Context: an optimization exercise on an open-source flow, tuned for small area and few clock cycles per item. The choices shown serve that exercise and are no tape-out recipe.
At most, simulation tests tie the RTL to the original design; equivalence was not proved.

Design md5_pipe, start of the top module:
module md5_pipe (
    input          clk,
    input          rst_n,       
    input          in_valid,
    output         in_ready,
    input  [63:0]  msg,         
    output         out_valid,
    output [127:0] hash,        
    output [63:0]  out_msg      
);
Size: ~43000 cells after synthesis, roughly 5900 flip-flops, roughly 260 I/O pins, roughly 290000 um^2 of cells after synthesis.
Settings: LEC_CHECK=0, CAP_MARGIN=20, CORE_MARGIN=2, CORE_UTILIZATION=50, GPL_TIMING_DRIVEN=0, SLEW_MARGIN=20; clock period 12.5 ns.
standard.sh (not shown) runs the stock make flow with config.mk's settings and CLKGATE_MAP_FILE= SYNTH_SCRIPT=/design/flow/synth_recipe.tcl, a recipe that flattens the netlist after the stock synthesis.
==> flow/flow/run.sh <==
#!/bin/bash
set -euo pipefail
W=$PWD
rm -rf "$W/scripts_mod"
cp -r "$FLOW_HOME/scripts" "$W/scripts_mod"
cp "$W/flow/abc.script" "$W/scripts_mod/abc_speed.script"
bash "$W/standard.sh" SCRIPTS_DIR="$W/scripts_mod" SYNTH_ARGS=-noabc ADDER_MAP_FILE= \
  "CTS_ARGS=-sink_clustering_enable -repair_clock_nets -dont_use_dummy_load -buf_list sky130_fd_sc_hd__clkbuf_8 -sink_clustering_size 15 -sink_clustering_max_diameter 70" \
  finish > "$W/orfs_make.log" 2>&1
==> flow/flow/abc.script <==
strash
dch
amap
buffer -c
topo
stime -c
upsize -c
dnsize -c
The baseline ran to the end with violations: setup timing.
Rerun with:
--- a/flow/config.mk
+++ b/flow/config.mk
@@ -9,4 +9,5 @@
 export CORE_MARGIN = 2
-export CORE_UTILIZATION = 50
-export GPL_TIMING_DRIVEN = 0
+export CORE_UTILIZATION = 57
+export GPL_TIMING_DRIVEN = 1
+export PLACE_DENSITY = 0.66
 export SLEW_MARGIN = 20
What happened: The new run ran to the end with violations: setup timing. Clock skew went down by 0.032 ns. Design area went up slightly. Routed wire length went up by a few percent. Die area went down by roughly a tenth. Area after synthesis is unchanged. Worst hold slack loses 0.0032 ns. Cell count went down slightly. Flip-flop and latch count does not change. First-iteration DRC count went up by about a fifth.
No functional check of the RTL was part of any run of this note.

========
md5_pipe, a different RTL version from the one above (not shown whole).
Size in the first run: about 32000 cells after synthesis, roughly 320000 um^2 of cells after synthesis.
==> flow/config.mk <==
export PLATFORM = sky130hd
export DESIGN_NAME = md5_pipe
export DESIGN_NICKNAME = md5_pipe
export VERILOG_FILES = /design/flow/design.v
export SDC_FILE = /design/flow/constraint.sdc
export NUM_CORES = 8
export LEC_CHECK = 0
export CAP_MARGIN = 20
export CORE_MARGIN = 2
export CORE_UTILIZATION = 50
export CTS_BUF_LIST = sky130_fd_sc_hd__clkbuf_16
export CTS_CLUSTER_DIAMETER = 100
export CTS_CLUSTER_SIZE = 24
export GPL_TIMING_DRIVEN = 0
export SLEW_MARGIN = 20
==> flow/constraint.sdc <==
create_clock -name core_clock -period 12.5 [get_ports {clk}]
set_input_delay 2.5000 -clock core_clock [delete_from_list [all_inputs] [get_ports {clk}]]
set_output_delay 2.5000 -clock core_clock [all_outputs]
set_load 0.01 [all_outputs]
==> flow/flow/run.sh <==
#!/bin/bash
# Own layout flow: the standard ORFS flow (standard.sh, all steps from
# synthesis to the final layout), with one change: synthesis maps the logic
# with the ABC script in flow/abc.script instead of ORFS's abc_speed.script.
# Yosys, register mapping, flattening and renaming are the standard flow's own
# (synth_recipe.tcl), so the registers are the standard synthesis's.
set -euo pipefail
W=$PWD
rm -rf "$W/scripts_mod"
cp -r "$FLOW_HOME/scripts" "$W/scripts_mod"
cp "$W/flow/abc.script" "$W/scripts_mod/abc_speed.script"
bash "$W/standard.sh" SCRIPTS_DIR="$W/scripts_mod" SYNTH_ARGS=-noabc RECOVER_POWER=100 finish > "$W/orfs_make.log" 2>&1
==> flow/flow/abc.script <==
&get -n
&st
&dch
&nf -R 40
&put
buffer -c
topo
stime -c
upsize -c
dnsize -c
Testbench counts at the start, summed over its fixed seeds: cycles 6,186, items 6,000.
Rerun with:
--- a/flow/flow/run.sh
+++ b/flow/flow/run.sh
@@ -10,3 +10,3 @@
 cp -r "$FLOW_HOME/scripts" "$W/scripts_mod"
 cp "$W/flow/abc.script" "$W/scripts_mod/abc_speed.script"
-bash "$W/standard.sh" SCRIPTS_DIR="$W/scripts_mod" SYNTH_ARGS=-noabc RECOVER_POWER=100 finish > "$W/orfs_make.log" 2>&1
+bash "$W/standard.sh" SCRIPTS_DIR="$W/scripts_mod" SYNTH_ARGS=-noabc ADDER_MAP_FILE= "CTS_ARGS=-sink_clustering_enable -repair_clock_nets -dont_use_dummy_load -buf_list sky130_fd_sc_hd__clkbuf_8 -sink_clustering_size 15 -sink_clustering_max_diameter 70" finish > "$W/orfs_make.log" 2>&1
==> flow/flow/abc.script (replaced) <==
strash
dch
amap
buffer -c
topo
stime -c
upsize -c
dnsize -c
=> Clock-buffer cell count is higher by 224; global-route usage is higher by 3.9 points.
Rerun with:
--- a/flow/flow/run.sh
+++ b/flow/flow/run.sh
@@ -10,3 +10,3 @@
 cp -r "$FLOW_HOME/scripts" "$W/scripts_mod"
 cp "$W/flow/abc.script" "$W/scripts_mod/abc_speed.script"
-bash "$W/standard.sh" SCRIPTS_DIR="$W/scripts_mod" SYNTH_ARGS=-noabc ADDER_MAP_FILE= "CTS_ARGS=-sink_clustering_enable -repair_clock_nets -dont_use_dummy_load -buf_list sky130_fd_sc_hd__clkbuf_8 -sink_clustering_size 15 -sink_clustering_max_diameter 70" finish > "$W/orfs_make.log" 2>&1
+bash "$W/standard.sh" SCRIPTS_DIR="$W/scripts_mod" SYNTH_ARGS=-noabc "CTS_ARGS=-sink_clustering_enable -repair_clock_nets -dont_use_dummy_load -buf_list sky130_fd_sc_hd__clkbuf_8 -sink_clustering_size 15 -sink_clustering_max_diameter 70" finish > "$W/orfs_make.log" 2>&1
==> flow/flow/abc.script (replaced) <==
&get -n
&st
&dch
&nf -R 40
&put
buffer -c
topo
stime -c
upsize -c
dnsize -c
Effect:
- cell area climbs by 5.1%
- die area climbs by about 5%
- worst hold slack got worse by 14 ps
- sequential share of layout area drops by 1.8 points
- wire length drops by about 8%
- worst setup slack got worse by 7.8 ps
- cell count drops by 24%
- non-clock buffer count climbs by 144
Rerun with:
--- a/flow/flow/run.sh
+++ b/flow/flow/run.sh
@@ -10,3 +10,3 @@
 cp -r "$FLOW_HOME/scripts" "$W/scripts_mod"
 cp "$W/flow/abc.script" "$W/scripts_mod/abc_speed.script"
-bash "$W/standard.sh" SCRIPTS_DIR="$W/scripts_mod" SYNTH_ARGS=-noabc "CTS_ARGS=-sink_clustering_enable -repair_clock_nets -dont_use_dummy_load -buf_list sky130_fd_sc_hd__clkbuf_8 -sink_clustering_size 15 -sink_clustering_max_diameter 70" finish > "$W/orfs_make.log" 2>&1
+bash "$W/standard.sh" SCRIPTS_DIR="$W/scripts_mod" SYNTH_ARGS=-noabc finish > "$W/orfs_make.log" 2>&1
Result: First-iteration DRC count rose by 1.4%; synthesized cell count is unchanged; sequential share of layout area fell by 0.16 points; via count fell by 0.39%.
Rerun with:
--- a/flow/flow/run.sh
+++ b/flow/flow/run.sh
@@ -10,3 +10,3 @@
 cp -r "$FLOW_HOME/scripts" "$W/scripts_mod"
 cp "$W/flow/abc.script" "$W/scripts_mod/abc_speed.script"
-bash "$W/standard.sh" SCRIPTS_DIR="$W/scripts_mod" SYNTH_ARGS=-noabc finish > "$W/orfs_make.log" 2>&1
+bash "$W/standard.sh" SCRIPTS_DIR="$W/scripts_mod" finish > "$W/orfs_make.log" 2>&1
=>
- The changed run passed the timing, design-rule and antenna checks
- synthesized cell count rises by a few percent
- worst hold slack gets worse by 16 ps
- cell count rises by a few percent
- sequential share of layout area falls by 0.38 points
Rerun with:
==> flow/run.sh (new file) <==
#!/bin/bash
# synth_recipe.tcl (not shown) runs the flow's synth.tcl, then flattens the netlist and writes it again
# the make line also repeats each setting of config.mk as NAME=value (left out here)
make -C /OpenROAD-flow-scripts/flow DESIGN_CONFIG=/design/flow/config.mk WORK_HOME=/design/flow/orfs CLKGATE_MAP_FILE= SYNTH_SCRIPT=/design/flow/synth_recipe.tcl finish
removed: flow/flow/run.sh
removed: flow/flow/abc.script
removed: flow/standard.sh
Result: The new run finished clean. Count of clock-buffer cells in the layout is unchanged. Via count increases by 7.0%. Routed wire length went up by 8.6%. Sequential share of layout area decreases by 1.1 points. Cell count is higher by 4.1%. Critical path depth grows by 11. Die area rose by 4.0%. Area after synthesis climbs by 4.0%. Clock skew stays flat.

## separate check: timing with driven ports
The flow's constraints put no driver on any port. The routed layouts listed below were extracted and timed again, unchanged, in two steps. Step 1, drivers: a clkbuf_16 drives clk and a buf_2 each remaining input, both assumed. Step 2 adds t to the input delays and takes it off the output delays; t is the mean of the earliest and latest rising clock arrival at the registers after step 1. Input paths then give back, and output paths get back, about the clock's delay inside the block. Slacks: ideal ports / drivers / drivers and shift; pairs: ideal ports / drivers.
run | t (ns) | slack for setup (ns) | worst register clock-pin slew, ns | cell pins on the clock port's net
the first run of note 1 | 1.424 | -0.193 / -0.331 / -0.633 | 0.11 / 0.11 | 1
the second run of note 1 | 1.374 | -0.002 / -0.133 / -0.640 | 0.11 / 0.11 | 1
the first run of note 2 | 1.158 | 0.423 / 0.290 / -0.375 | 0.11 / 0.11 | 1
the second run of note 2 | 1.379 | 0.471 / 0.335 / -0.588 | 0.11 / 0.11 | 1
the third run of note 2 | 1.417 | 0.463 / 0.307 / -0.610 | 0.10 / 0.10 | 1
the fourth run of note 2 | 1.155 | 0.425 / 0.292 / -0.348 | 0.11 / 0.11 | 1
the fifth run of note 2 | 1.175 | 0.472 / 0.335 / -0.494 | 0.11 / 0.11 | 1
the sixth run of note 2 | 1.152 | 0.439 / 0.374 / -0.568 | 0.11 / 0.11 | 1
Met with ideal ports but missed after step 2: setup timing in 6 of these runs. The setup slack of the third run of note 2, which loses most, moves by -0.156 ns with the drivers and by -1.073 ns with both steps.
